Source: an optimization exercise on an open RTL-to-GDS flow (aim: small area). Production flows keep margins and buffers that such runs may drop. RTL that was checked went through simulation tests only; none was proved equivalent to the original. The clock input has no modelled driver; a real chip could not lean on it and would need a root buffer or a full tree. No activity file was given, so power comes from the tool's default toggle rates.

==> inputs of branch xenon <==
## VGAanimatedObject
module VGAanimatedObject (clk, rst, switch, push, hsync, vsync, rgb);
input         clk, rst;
input         switch;
input   [3:0] push;
output        hsync, vsync;
output  [2:0] rgb;
wire          video_on;
wire    [9:0] pixel_x, pixel_y;
wire          x_step, y_step;
vgaSync vgaSync(
  .clk(clk),
  .rst(rst),
  .hsync(hsync),
  .vsync(vsync),
  .video_on(video_on),
  .pixel_x(pixel_x),
  .pixel_y(pixel_y),
  .x_step(x_step),
  .y_step(y_step)
);
pixelGeneration pixelGeneration(
  .clk(clk),
  .rst(rst),
  .push(push),
  .switch(switch),
  .pixel_x(pixel_x),
  .pixel_y(pixel_y),
  .x_step(x_step),
  .y_step(y_step),
  .video_on(video_on),
  .rgb(rgb)
);
endmodule
export LEC_CHECK = 0
export CAP_MARGIN = 20
export CORE_MARGIN = 2
export CORE_UTILIZATION = 85
export SLEW_MARGIN = 20
create_clock -name core_clock -period 10.0 [get_ports {clk}]
standard.sh (not shown) runs the stock make flow with config.mk's settings and CLKGATE_MAP_FILE= SYNTH_SCRIPT=/design/flow/synth_recipe.tcl, a recipe that flattens the netlist after the stock synthesis.
==> flow/flow/run.sh <==
#!/bin/bash
# Standard ORFS layout (standard.sh) with two changes: plain buf_1 port
# buffers, and a clock tree of a few clock buffers straight from the clock port
# (flow/pre_cts.tcl) in place of TritonCTS's H-tree. make's output goes to
# make_finish.log, each ORFS step's to orfs/logs/.
set -euo pipefail
here=$(pwd)
export MANUAL_CTS_GROUPS=4
export MANUAL_CTS_BUF=sky130_fd_sc_hd__clkbuf_8
export MANUAL_CTS_ROOT=
bash standard.sh \
  "BUFFER_PORTS_ARGS=-buffer_cell sky130_fd_sc_hd__buf_1" \
  "PRE_CTS_TCL=$here/flow/pre_cts.tcl" \
  finish > make_finish.log 2>&1
Other scripts of this flow, unchanged in this note and not shown: flow/flow/manual_cts.tcl, flow/flow/pre_cts.tcl
==> branch garnet: changes against branch xenon <==
--- a/flow/design.v
+++ b/flow/design.v
@@ -1,12 +1,14 @@
 module vgaSync (clk, rst, hsync, vsync, video_on, pixel_x, pixel_y,
-                x_step, y_step);
+                x_step, x_wrap, y_step, y_wrap);
 input         clk, rst;
 output        hsync, vsync, video_on;
 output  [9:0] pixel_x, pixel_y;
 output        x_step;    
+output        x_wrap;    
 output        y_step;    
+output        y_wrap;    
 reg    [11:0] t;
 reg     [9:0] v;
 reg           h_sync, v_sync;
 wire    [9:0] h = t[11:2];
 wire          t_end = t[11] & t[10] & (&t[6:0]);    
@@ -44,20 +46,20 @@
 assign hsync = h_sync;
 assign vsync = v_sync;
 assign video_on = ~(h[9] & (h[8] | h[7])) & ~(v[9] | (&v[8:5]));   
 assign pixel_x = h;
 assign pixel_y = v;
-wire          h_odd_end = &t[2:0];
-assign x_step = (h_odd_end & ~(h[9] & (h[8] | h[7]))) | (h[9] & h[7] & ~h[6] & ~(h[5] & h[4]));
-assign y_step = (t_end & v[0] & ~(v[9] | (&v[8:5]))) |
-                ((&v[8:5]) & ~(|v[4:0]) & h_odd_end & (~h[9] | ~(|h[8:5])));
+assign x_step = &t[2:0];
+assign x_wrap = t_end;
+assign y_step = t_end & v[0];
+assign y_wrap = t_end & v_end;
 endmodule
 module pixelGeneration (clk, rst, switch, pixel_x, pixel_y, push,
-                        x_step, y_step, video_on, rgb);
+                        x_step, x_wrap, y_step, y_wrap, video_on, rgb);
 input               clk, rst, switch;
 input       [9:  0] pixel_x, pixel_y;
-input               x_step, y_step;
+input               x_step, x_wrap, y_step, y_wrap;
 input               video_on;
 input       [3:  0] push;
 output      [2:  0] rgb;
 localparam [16:0] R0 = 17'h00000;
 localparam [16:0] R_LAST = 17'h0f4f8;
@@ -93,22 +95,24 @@
   end
 end
 reg  [8:0]  rx, ry;
 wire        move_y = slow_en & mv_y;
 wire        move_x = slow_en & ~mv_y & mv_x;
-wire [8:0]  kx = step_const(x_step, move_x, mv_dec);
-wire [8:0]  ky = step_const(y_step, move_y, mv_dec);
+wire [8:0]  kx = step_const(x_wrap, x_step, move_x, mv_dec, 9'd113);
+wire [8:0]  ky = step_const(y_wrap, y_step, move_y, mv_dec, 9'd250);
 function [8:0] step_const;
-  input       step, mv, dec;
+  input       wrap, step, mv, dec;
+  input [8:0] wk;
   begin
-    case ({step, mv, dec})
-      3'b100:  step_const = 9'd1;
-      3'b101:  step_const = 9'd1;
-      3'b011:  step_const = 9'd5;
-      3'b010:  step_const = 9'd507;
-      3'b111:  step_const = 9'd6;
-      3'b110:  step_const = 9'd508;
+    casez ({wrap, step, mv, dec})
+      4'b1?0?: step_const = wk;
+      4'b1?11: step_const = wk + 9'd5;
+      4'b1?10: step_const = wk - 9'd5;
+      4'b010?: step_const = 9'd1;
+      4'b0111: step_const = 9'd6;
+      4'b0110: step_const = 9'd508;
+      4'b001?: step_const = dec ? 9'd5 : 9'd507;
       default: step_const = 9'd0;
     endcase
   end
 endfunction
 reg  [8:0]  rx_sum, ry_sum;
@@ -157,30 +161,34 @@
 input   [3:0] push;
 output        hsync, vsync;
 output  [2:0] rgb;
 wire          video_on;
 wire    [9:0] pixel_x, pixel_y;
-wire          x_step, y_step;
+wire          x_step, x_wrap, y_step, y_wrap;
 vgaSync vgaSync(
   .clk(clk),
   .rst(rst),
   .hsync(hsync),
   .vsync(vsync),
   .video_on(video_on),
   .pixel_x(pixel_x),
   .pixel_y(pixel_y),
   .x_step(x_step),
-  .y_step(y_step)
+  .x_wrap(x_wrap),
+  .y_step(y_step),
+  .y_wrap(y_wrap)
 );
 pixelGeneration pixelGeneration(
   .clk(clk),
   .rst(rst),
   .push(push),
   .switch(switch),
   .pixel_x(pixel_x),
   .pixel_y(pixel_y),
   .x_step(x_step),
+  .x_wrap(x_wrap),
   .y_step(y_step),
+  .y_wrap(y_wrap),
   .video_on(video_on),
   .rgb(rgb)
 );
 endmodule
CORE_UTILIZATION = 70   (was 85)
==> comparison table <==
	branch garnet	branch xenon
Total combinational power	0.0222 mW	0.0224 mW
Die extent in x	72.6 um	65.5 um
Worst min-delay path endpoint	vgaSync.t[0]	pixelGeneration.r[3]
Number of rows in the core area	24	22
Clk pin slew, worst setup/hold paths	0.12 ns	0.10 ns
Count of cell types in the netlist	56	45
Simple logic cell fraction of the synthesized area	0.203	0.208
Post-route minimum period	7.24 ns	7.35 ns
Sum of net half-perimeters after detailed placement	4.13 mm	4.57 mm
Fraction of post-synthesis cell area in the top cell type by area	0.425	0.436
Longest individual stage delay on the worst path	0.85 ns	0.96 ns
Required time at the worst-slack endpoint	10.08 ns	10.05 ns
Vias in the first global route	2119	2245
Outcome	complete, no violations	complete, no violations
Transition time of the tightest slew-check pin	0.902 ns	0.915 ns
Relative slew margins	0.392	0.389
Leakage power	1.48 nW	1.44 nW
Worst IR Drop VDD	0.108 mV	0.123 mV
Cell count after synthesis	322	312
Fin Clk Skew	0.0307 ns	0.0194 ns
Combinational group share of total power	0.053	0.054
Hold WS	0.411 ns	0.407 ns
Ratio of routed vias to standard cells	5.75	5.90
Wire length of the first global-routing pass	9.21 mm	9.89 mm
Number of fill cells in the layout	310	149
Only the layout flow was run in branch garnet; the RTL was not checked for function there. No run of this note takes its clock network from TritonCTS; it comes from the design's own scripts or RTL.

---

==> try-yarrow <==
==> flow/design.v <==
module vgaSync (clk, rst, hsync, vsync, video_on, pixel_x, pixel_y);
input         clk, rst;
output        hsync, vsync, video_on;
output  [9:0] pixel_x, pixel_y;
reg    [11:0] t;
reg     [9:0] v;
reg           h_sync, v_sync;
wire    [9:0] h = t[11:2];
wire          t_end = t[11] & t[10] & (&t[6:0]);    
wire          v_end = v[9] & v[3] & v[2];            
always @(posedge clk) begin
  if (rst) begin
    t <= 12'd3;
    v <= 10'd0;
    h_sync <= 1'b0;
    v_sync <= 1'b0;
  end else begin
    t <= t_end ? 12'd0 : t + 12'd1;
    if (t_end)
      v <= v_end ? 10'd0 : v + 10'd1;
    h_sync <= h[9] & h[7] & (h[6] | h[5] | h[4]) & ~(h[6] & h[5] & h[4]);  
    v_sync <= v[9] & ~v[3] & ~v[2] & (v[1] ^ v[0]);                        
  end
end
assign hsync = h_sync;
assign vsync = v_sync;
assign video_on = ~(h[9] & (h[8] | h[7])) & ~(v[9] | (&v[8:5]));   
assign pixel_x = h;
assign pixel_y = v;
endmodule
module pixelGeneration (clk, rst, switch, pixel_x, pixel_y, push, video_on, rgb);
input               clk, rst, switch;
input       [9:  0] pixel_x, pixel_y;
input               video_on;
input       [3:  0] push;
output      [2:  0] rgb;
localparam [16:0] R0 = 17'h00001;
localparam [16:0] R_LAST = 17'h0938c;
reg  [16:0] r;
reg  [2:0]  q;
reg         s;
reg  [3:0]  push_q1;
reg         mv_y, mv_x, mv_dec;    
reg  [8:0]  xa, ya;                
wire        r_end = (r == R_LAST);
wire        ge_mid = switch ? q[2] : (|q);
wire        ge_max = switch ? (&q & r_end) : (q[2] | q[1] | (q[0] & r_end));
wire        slow_en = ~s & ge_mid;
wire [3:0]  d_next = push & push_q1;
always @(posedge clk) begin
  if (rst) begin
    r <= R0;
    q <= 3'd0;
    s <= 1'b0;
  end else begin
    s <= ge_mid;
    if (ge_max) begin
      r <= R0;
      q <= 3'd0;
    end else if (r_end) begin
      r <= R0;
      q <= q + 3'd1;
    end else begin
      r <= {r[15:0], r[16] ^ r[13]};
    end
  end
end
always @(posedge clk) begin
  if (rst) begin
    push_q1 <= 4'd0;
    mv_y <= 1'b0;
    mv_x <= 1'b0;
    mv_dec <= 1'b0;
    xa <= 9'd160;
    ya <= 9'd110;
  end else if (slow_en) begin
    push_q1 <= push;
    mv_y <= d_next[0] | d_next[3];
    mv_x <= d_next[2] | d_next[1];
    mv_dec <= ~d_next[0] & (d_next[3] | d_next[2]);
    if (mv_y)
      ya <= mv_dec ? ya - 9'd5 : ya + 9'd5;
    else if (mv_x)
      xa <= mv_dec ? xa - 9'd5 : xa + 9'd5;
  end
end
wire [9:0]  dx = {1'b0, pixel_x[9:1]} - {1'b0, xa};
wire [9:0]  dy = {1'b0, pixel_y[9:1]} - {1'b0, ya};
wire        x_on = (dx[9:5] == 5'd0) & (dx[4:0] < 5'd20) & ((|dx[4:0]) | pixel_x[0]);
wire        y_on = (dy[9:5] == 5'd0) & (dy[4:0] < 5'd20) & ((|dy[4:0]) | pixel_y[0]);
wire        square_on = x_on & y_on;
assign rgb = {1'b0, video_on & square_on, video_on & ~square_on};
endmodule
module VGAanimatedObject (clk, rst, switch, push, hsync, vsync, rgb);
input         clk, rst;
input         switch;
input   [3:0] push;
output        hsync, vsync;
output  [2:0] rgb;
wire          video_on;
wire    [9:0] pixel_x, pixel_y;
vgaSync vgaSync(
  .clk(clk),
  .rst(rst),
  .hsync(hsync),
  .vsync(vsync),
  .video_on(video_on),
  .pixel_x(pixel_x),
  .pixel_y(pixel_y)
);
pixelGeneration pixelGeneration(
  .clk(clk),
  .rst(rst),
  .push(push),
  .switch(switch),
  .pixel_x(pixel_x),
  .pixel_y(pixel_y),
  .video_on(video_on),
  .rgb(rgb)
);
endmodule
==> flow/run.sh <==
#!/bin/bash
# synth_recipe.tcl (not shown) runs the flow's synth.tcl, then flattens the netlist and writes it again
# the make line also repeats each setting of config.mk as NAME=value (left out here)
make -C /OpenROAD-flow-scripts/flow DESIGN_CONFIG=/design/flow/config.mk WORK_HOME=/design/flow/orfs CLKGATE_MAP_FILE= SYNTH_SCRIPT=/design/flow/synth_recipe.tcl finish
==> flow/config.mk <==
export PLATFORM = sky130hd
export DESIGN_NAME = VGAanimatedObject
export DESIGN_NICKNAME = VGAanimatedObject
export VERILOG_FILES = /design/flow/design.v
export SDC_FILE = /design/flow/constraint.sdc
export NUM_CORES = 4
export LEC_CHECK = 0
export CAP_MARGIN = 20
export CORE_MARGIN = 2
export CORE_UTILIZATION = 40
export SLEW_MARGIN = 20
==> flow/constraint.sdc <==
create_clock -name core_clock -period 10.0 [get_ports {clk}]
set_input_delay 2.0000 -clock core_clock [delete_from_list [all_inputs] [get_ports {clk}]]
set_output_delay 2.0000 -clock core_clock [all_outputs]
set_load 0.01 [all_outputs]
==> try-nickel: changes against try-yarrow <==
==> flow/design.v, changed modules only <==
module vgaSync (clk, rst, hsync, vsync, video_on, pixel_x, pixel_y,
                x_step, x_wrap, y_step, y_wrap);
input         clk, rst;
output        hsync, vsync, video_on;
output  [9:0] pixel_x, pixel_y;
output        x_step;    
output        x_wrap;    
output        y_step;    
output        y_wrap;    
reg    [11:0] t;
reg     [9:0] v;
reg           h_sync, v_sync;
wire    [9:0] h = t[11:2];
wire          t_end = t[11] & t[10] & (&t[6:0]);    
wire          v_end = v[9] & v[3] & v[2];            
reg    [11:0] t_inc;
reg     [9:0] v_inc;
reg           c;
integer       i;
always @(*) begin
  c = 1'b1;
  for (i = 0; i < 12; i = i + 1) begin
    t_inc[i] = t[i] ^ c;
    c = t[i] & c;
  end
  c = t_end;
  for (i = 0; i < 10; i = i + 1) begin
    v_inc[i] = v[i] ^ c;
    c = v[i] & c;
  end
end
wire          v_clr = t_end & v_end;
always @(posedge clk) begin
  if (rst) begin
    t <= 12'd3;
    v <= 10'd0;
    h_sync <= 1'b0;
    v_sync <= 1'b0;
  end else begin
    t <= {t_inc[11:10] & {2{~t_end}}, t_inc[9:8], t_inc[7] & ~t_end, t_inc[6:0]};
    v <= {v_inc[9] & ~v_clr, v_inc[8:4], v_inc[3:2] & {2{~v_clr}}, v_inc[1], v_inc[0] & ~v_clr};
    h_sync <= h[9] & h[7] & (h[6] | h[5] | h[4]) & ~(h[6] & h[5] & h[4]);  
    v_sync <= v[9] & ~v[3] & ~v[2] & (v[1] ^ v[0]);                        
  end
end
assign hsync = h_sync;
assign vsync = v_sync;
assign video_on = ~(h[9] & (h[8] | h[7])) & ~(v[9] | (&v[8:5]));   
assign pixel_x = h;
assign pixel_y = v;
assign x_step = &t[2:0];
assign x_wrap = t_end;
assign y_step = t_end & v[0];
assign y_wrap = t_end & v_end;
endmodule
module pixelGeneration (clk, rst, switch, pixel_x, pixel_y, push,
                        x_step, x_wrap, y_step, y_wrap, video_on, rgb);
input               clk, rst, switch;
input       [9:  0] pixel_x, pixel_y;
input               x_step, x_wrap, y_step, y_wrap;
input               video_on;
input       [3:  0] push;
output      [2:  0] rgb;
localparam [16:0] R0 = 17'h00000;
localparam [16:0] R_LAST = 17'h0f4f8;
reg  [16:0] r;
reg  [2:0]  q;
reg         s;
wire        r_end = (r == R_LAST);
wire        ge_mid = switch ? q[2] : (|q);                                    
wire        ge_max = switch ? (&q & r_end) : (q[2] | q[1] | (q[0] & r_end));  
wire        slow_en = ~rst & ~s & ge_mid;
wire        r_clr = rst | ge_max | r_end;
wire        q_clr = rst | ge_max;
wire [2:0]  q_inc = {q[2] ^ (q[1] & q[0] & r_end), q[1] ^ (q[0] & r_end), q[0] ^ r_end};
always @(posedge clk) begin
  r <= {~(r[15:0] | {16{r_clr}}), (r[16] ^ r[13]) & ~r_clr};    
  q <= q_inc & {3{~q_clr}};
  s <= ~rst & ge_mid;
end
reg  [3:0]  push_q1;
reg         mv_y, mv_x, mv_dec;
wire [3:0]  d_next = push & push_q1;
always @(posedge clk) begin
  if (rst) begin
    push_q1 <= 4'd0;
    mv_y <= 1'b0;
    mv_x <= 1'b0;
    mv_dec <= 1'b0;
  end else if (slow_en) begin
    push_q1 <= push;
    mv_y <= d_next[0] | d_next[3];
    mv_x <= d_next[2] | d_next[1];
    mv_dec <= ~d_next[0] & (d_next[3] | d_next[2]);
  end
end
reg  [8:0]  rx, ry;
wire        move_y = slow_en & mv_y;
wire        move_x = slow_en & ~mv_y & mv_x;
wire [8:0]  kx = step_const(x_wrap, x_step, move_x, mv_dec, 9'd113);
wire [8:0]  ky = step_const(y_wrap, y_step, move_y, mv_dec, 9'd250);
function [8:0] step_const;
  input       wrap, step, mv, dec;
  input [8:0] wk;
  begin
    casez ({wrap, step, mv, dec})
      4'b1?0?: step_const = wk;
      4'b1?11: step_const = wk + 9'd5;
      4'b1?10: step_const = wk - 9'd5;
      4'b010?: step_const = 9'd1;
      4'b0111: step_const = 9'd6;
      4'b0110: step_const = 9'd508;
      4'b001?: step_const = dec ? 9'd5 : 9'd507;
      default: step_const = 9'd0;
    endcase
  end
endfunction
reg  [8:0]  rx_sum, ry_sum;
reg         cx, cy;
integer     i;
always @(*) begin
  cx = 1'b0;
  cy = 1'b0;
  for (i = 0; i < 9; i = i + 1) begin
    rx_sum[i] = rx[i] ^ kx[i] ^ cx;
    cx = (rx[i] & kx[i]) | ((rx[i] ^ kx[i]) & cx);
    ry_sum[i] = ry[i] ^ ky[i] ^ cy;
    cy = (ry[i] & ky[i]) | ((ry[i] ^ ky[i]) & cy);
  end
end
always @(posedge clk) begin
  if (rst) begin
    rx <= 9'd352;    
    ry <= 9'd402;    
  end else begin
    rx <= rx_sum;
    ry <= ry_sum;
  end
end
function le5;
  input [4:0] a, b;
  integer j;
  reg l;
  begin
    l = 1'b1;
    for (j = 0; j < 5; j = j + 1)
      l = (~a[j] & b[j]) | (~(a[j] ^ b[j]) & l);
    le5 = l;
  end
endfunction
wire        x_on = (rx[8:5] == 4'd0) & ~(rx[4] & (rx[3] | rx[2])) & ((|rx[4:0]) | pixel_x[0]) &
                   ((|pixel_x[9:6]) | le5(rx[4:0], pixel_x[5:1]));
wire        y_on = (ry[8:5] == 4'd0) & ~(ry[4] & (ry[3] | ry[2])) & ((|ry[4:0]) | pixel_y[0]) &
                   ((|pixel_y[9:6]) | le5(ry[4:0], pixel_y[5:1]));
wire        square_on = x_on & y_on;
assign rgb = {1'b0, video_on & square_on, video_on & ~square_on};
endmodule
module VGAanimatedObject (clk, rst, switch, push, hsync, vsync, rgb);
input         clk, rst;
input         switch;
input   [3:0] push;
output        hsync, vsync;
output  [2:0] rgb;
wire          video_on;
wire    [9:0] pixel_x, pixel_y;
wire          x_step, x_wrap, y_step, y_wrap;
vgaSync vgaSync(
  .clk(clk),
  .rst(rst),
  .hsync(hsync),
  .vsync(vsync),
  .video_on(video_on),
  .pixel_x(pixel_x),
  .pixel_y(pixel_y),
  .x_step(x_step),
  .x_wrap(x_wrap),
  .y_step(y_step),
  .y_wrap(y_wrap)
);
pixelGeneration pixelGeneration(
  .clk(clk),
  .rst(rst),
  .push(push),
  .switch(switch),
  .pixel_x(pixel_x),
  .pixel_y(pixel_y),
  .x_step(x_step),
  .x_wrap(x_wrap),
  .y_step(y_step),
  .y_wrap(y_wrap),
  .video_on(video_on),
  .rgb(rgb)
);
endmodule
==> flow/flow/run.sh (new file) <==
#!/bin/bash
# Standard ORFS layout (standard.sh), with plain buf_1 port buffers and a clock
# tree without dummy loads.
set -euo pipefail
bash standard.sh \
  "BUFFER_PORTS_ARGS=-buffer_cell sky130_fd_sc_hd__buf_1" \
  "CTS_ARGS=-sink_clustering_enable -repair_clock_nets -dont_use_dummy_load" \
  finish > make_finish.log 2>&1
==> flow/standard.sh (new file) <==
#!/bin/bash
# synth_recipe.tcl (not shown) runs the flow's synth.tcl, then flattens the netlist and writes it again
# the make line also repeats each setting of config.mk as NAME=value (left out here)
make -C /OpenROAD-flow-scripts/flow DESIGN_CONFIG=/design/flow/config.mk WORK_HOME=/design/flow/orfs CLKGATE_MAP_FILE= SYNTH_SCRIPT=/design/flow/synth_recipe.tcl "${@:-finish}"
- CORE_UTILIZATION: 40 -> 70
removed: flow/run.sh
==> try-lagoon: changes against try-yarrow <==
==> flow/design.v, changed modules only <==
module vgaSync (clk, rst, hsync, vsync, video_on, pixel_x, pixel_y,
                x_step, x_wrap, y_step, y_wrap);
input         clk, rst;
output        hsync, vsync, video_on;
output  [9:0] pixel_x, pixel_y;
output        x_step;    
output        x_wrap;    
output        y_step;    
output        y_wrap;    
reg    [11:0] t;
reg     [9:0] v;
reg           h_sync, v_sync;
wire    [9:0] h = t[11:2];
wire          t_end = t[11] & t[10] & (&t[6:0]);    
wire          v_end = v[9] & v[3] & v[2];            
reg    [11:0] t_inc;
reg     [9:0] v_inc;
reg           c;
integer       i;
always @(*) begin
  c = 1'b1;
  for (i = 0; i < 12; i = i + 1) begin
    t_inc[i] = t[i] ^ c;
    c = t[i] & c;
  end
  c = 1'b1;
  for (i = 0; i < 10; i = i + 1) begin
    v_inc[i] = v[i] ^ c;
    c = v[i] & c;
  end
end
always @(posedge clk) begin
  if (rst) begin
    t <= 12'd3;
    v <= 10'd0;
    h_sync <= 1'b0;
    v_sync <= 1'b0;
  end else begin
    t <= t_end ? 12'd0 : t_inc;
    if (t_end)
      v <= v_end ? 10'd0 : v_inc;
    h_sync <= h[9] & h[7] & (h[6] | h[5] | h[4]) & ~(h[6] & h[5] & h[4]);  
    v_sync <= v[9] & ~v[3] & ~v[2] & (v[1] ^ v[0]);                        
  end
end
assign hsync = h_sync;
assign vsync = v_sync;
assign video_on = ~(h[9] & (h[8] | h[7])) & ~(v[9] | (&v[8:5]));   
assign pixel_x = h;
assign pixel_y = v;
assign x_step = &t[2:0];
assign x_wrap = t_end;
assign y_step = t_end & v[0];
assign y_wrap = t_end & v_end;
endmodule
module pixelGeneration (clk, rst, switch, pixel_x, pixel_y, push,
                        x_step, x_wrap, y_step, y_wrap, video_on, rgb);
input               clk, rst, switch;
input       [9:  0] pixel_x, pixel_y;
input               x_step, x_wrap, y_step, y_wrap;
input               video_on;
input       [3:  0] push;
output      [2:  0] rgb;
localparam [16:0] R0 = 17'h00000;
localparam [16:0] R_LAST = 17'h0f4f8;
reg  [16:0] r;
reg  [2:0]  q;
reg         s;
wire        r_end = (r == R_LAST);
wire        ge_mid = switch ? q[2] : (|q);                                    
wire        ge_max = switch ? (&q & r_end) : (q[2] | q[1] | (q[0] & r_end));  
wire        slow_en = ~rst & ~s & ge_mid;
wire        r_clr = rst | ge_max | r_end;
wire [2:0]  q_inc = {q[2] ^ (q[1] & q[0]), q[1] ^ q[0], ~q[0]};
always @(posedge clk) begin
  r <= r_clr ? R0 : {~r[15:0], r[16] ^ r[13]};
  if (rst | ge_max)
    q <= 3'd0;
  else if (r_end)
    q <= q_inc;
  s <= ~rst & ge_mid;
end
reg  [3:0]  push_q1;
reg         mv_y, mv_x, mv_dec;
wire [3:0]  d_next = push & push_q1;
always @(posedge clk) begin
  if (rst) begin
    push_q1 <= 4'd0;
    mv_y <= 1'b0;
    mv_x <= 1'b0;
    mv_dec <= 1'b0;
  end else if (slow_en) begin
    push_q1 <= push;
    mv_y <= d_next[0] | d_next[3];
    mv_x <= d_next[2] | d_next[1];
    mv_dec <= ~d_next[0] & (d_next[3] | d_next[2]);
  end
end
reg  [8:0]  rx, ry;
wire        move_y = slow_en & mv_y;
wire        move_x = slow_en & ~mv_y & mv_x;
wire [8:0]  kx = (x_wrap ? 9'd113 : x_step ? 9'd1 : 9'd0) + (move_x ? (mv_dec ? 9'd5 : 9'd507) : 9'd0);
wire [8:0]  ky = (y_wrap ? 9'd250 : y_step ? 9'd1 : 9'd0) + (move_y ? (mv_dec ? 9'd5 : 9'd507) : 9'd0);
reg  [8:0]  rx_sum, ry_sum;
reg         cx, cy;
integer     i;
always @(*) begin
  cx = 1'b0;
  cy = 1'b0;
  for (i = 0; i < 9; i = i + 1) begin
    rx_sum[i] = rx[i] ^ kx[i] ^ cx;
    cx = (rx[i] & kx[i]) | ((rx[i] ^ kx[i]) & cx);
    ry_sum[i] = ry[i] ^ ky[i] ^ cy;
    cy = (ry[i] & ky[i]) | ((ry[i] ^ ky[i]) & cy);
  end
end
always @(posedge clk) begin
  if (rst) begin
    rx <= 9'd352;    
    ry <= 9'd402;    
  end else begin
    rx <= rx_sum;
    ry <= ry_sum;
  end
end
function le5;
  input [4:0] a, b;
  integer j;
  reg l;
  begin
    l = 1'b1;
    for (j = 0; j < 5; j = j + 1)
      l = (~a[j] & b[j]) | (~(a[j] ^ b[j]) & l);
    le5 = l;
  end
endfunction
wire        x_on = (rx[8:5] == 4'd0) & ~(rx[4] & (rx[3] | rx[2])) & ((|rx[4:0]) | pixel_x[0]) &
                   ((|pixel_x[9:6]) | le5(rx[4:0], pixel_x[5:1]));
wire        y_on = (ry[8:5] == 4'd0) & ~(ry[4] & (ry[3] | ry[2])) & ((|ry[4:0]) | pixel_y[0]) &
                   ((|pixel_y[9:6]) | le5(ry[4:0], pixel_y[5:1]));
wire        square_on = x_on & y_on;
assign rgb = {1'b0, video_on & square_on, video_on & ~square_on};
endmodule
module VGAanimatedObject (clk, rst, switch, push, hsync, vsync, rgb);
input         clk, rst;
input         switch;
input   [3:0] push;
output        hsync, vsync;
output  [2:0] rgb;
wire          video_on;
wire    [9:0] pixel_x, pixel_y;
wire          x_step, x_wrap, y_step, y_wrap;
vgaSync vgaSync(
  .clk(clk),
  .rst(rst),
  .hsync(hsync),
  .vsync(vsync),
  .video_on(video_on),
  .pixel_x(pixel_x),
  .pixel_y(pixel_y),
  .x_step(x_step),
  .x_wrap(x_wrap),
  .y_step(y_step),
  .y_wrap(y_wrap)
);
pixelGeneration pixelGeneration(
  .clk(clk),
  .rst(rst),
  .push(push),
  .switch(switch),
  .pixel_x(pixel_x),
  .pixel_y(pixel_y),
  .x_step(x_step),
  .x_wrap(x_wrap),
  .y_step(y_step),
  .y_wrap(y_wrap),
  .video_on(video_on),
  .rgb(rgb)
);
endmodule
==> comparison <==
The lowest first-iteration DRC count belongs to try-lagoon, the highest to try-yarrow. Final area: try-yarrow is larger than try-lagoon (18%). Of try-yarrow and try-nickel, try-yarrow has the higher setup slack (gap 1.9 ns). Clock power: try-lagoon > try-yarrow > try-nickel. In try-lagoon the clock skew is lower than in try-nickel, by 0.012 ns.
==> figures <==
Post-synth cell types: try-nickel 56; try-yarrow 70; try-lagoon 54
Share of the yosys chip area belonging to registers: try-nickel 42.5%; try-yarrow 33.2%; try-lagoon 39.6%
Total routed wirelength: try-nickel 5590 microns; try-yarrow 8260 microns; try-lagoon 6340 microns
WS Path Type: try-nickel primary input to register; try-yarrow register to output pin; try-lagoon primary input to register
Placed wire-length estimate: try-nickel 4130 microns; try-yarrow 6010 microns; try-lagoon 4710 microns
TAP cells: try-nickel 52; try-yarrow 136; try-lagoon 108
Timing startpoint of the critical path: try-nickel rst; try-yarrow vgaSync.t[3]; try-lagoon rst
Fin crit share: try-nickel 71.1%; try-yarrow 52.4%; try-lagoon 76.9%
Slew at the pin with the worst max-slew slack: try-nickel 0.904 ns; try-yarrow 0.895 ns; try-lagoon 0.840 ns
Cell Count, Final, Fillers Out: try-nickel 382; try-yarrow 634; try-lagoon 478
Area enclosed by the die boundary: try-nickel 5270 sq um; try-yarrow 11400 sq um; try-lagoon 9620 sq um
Status: try-nickel finished clean; try-yarrow finished clean; try-lagoon finished clean
No functional check of the RTL was part of any run of this note.

==> re-timing with driven ports <==
In the flow no input, the clock included, has a driving cell. The finished layouts below were timed again as built, in two steps. Step 1 assumes that a clkbuf_16 drives the clock port and a buf_2 every other input. Step 2 adds t to the input delays and takes it off the output delays; t is the mean of the earliest and latest rising clock arrival at the registers after step 1. Input paths then give back, and output paths get back, about the clock's delay inside the block. Three values: no drivers, after step 1, after step 2; two values: the first two.
run	t (ns)	setup slack, ns	worst hold slack (ns)	clock arrival spread, ns
branch xenon	0.213	2.646 / 2.687 / 2.473	0.407 / 0.407 / 0.407	0.020 / 0.019
branch garnet	0.217	2.760 / 2.800 / 2.583	0.411 / 0.411 / 0.411	0.031 / 0.032
try-yarrow	0.379	4.758 / 4.725 / 5.104	0.456 / 0.456 / 0.456	0.005 / 0.006
try-nickel	0.350	2.892 / 2.899 / 2.549	0.396 / 0.396 / 0.396	0.021 / 0.022
try-lagoon	0.377	2.308 / 2.319 / 1.942	0.407 / 0.407 / 0.407	0.009 / 0.009
After both steps setup and hold are still met in every run listed. The setup slack of try-lagoon, which loses most, moves by +0.011 ns with the drivers and by -0.366 ns with both steps.
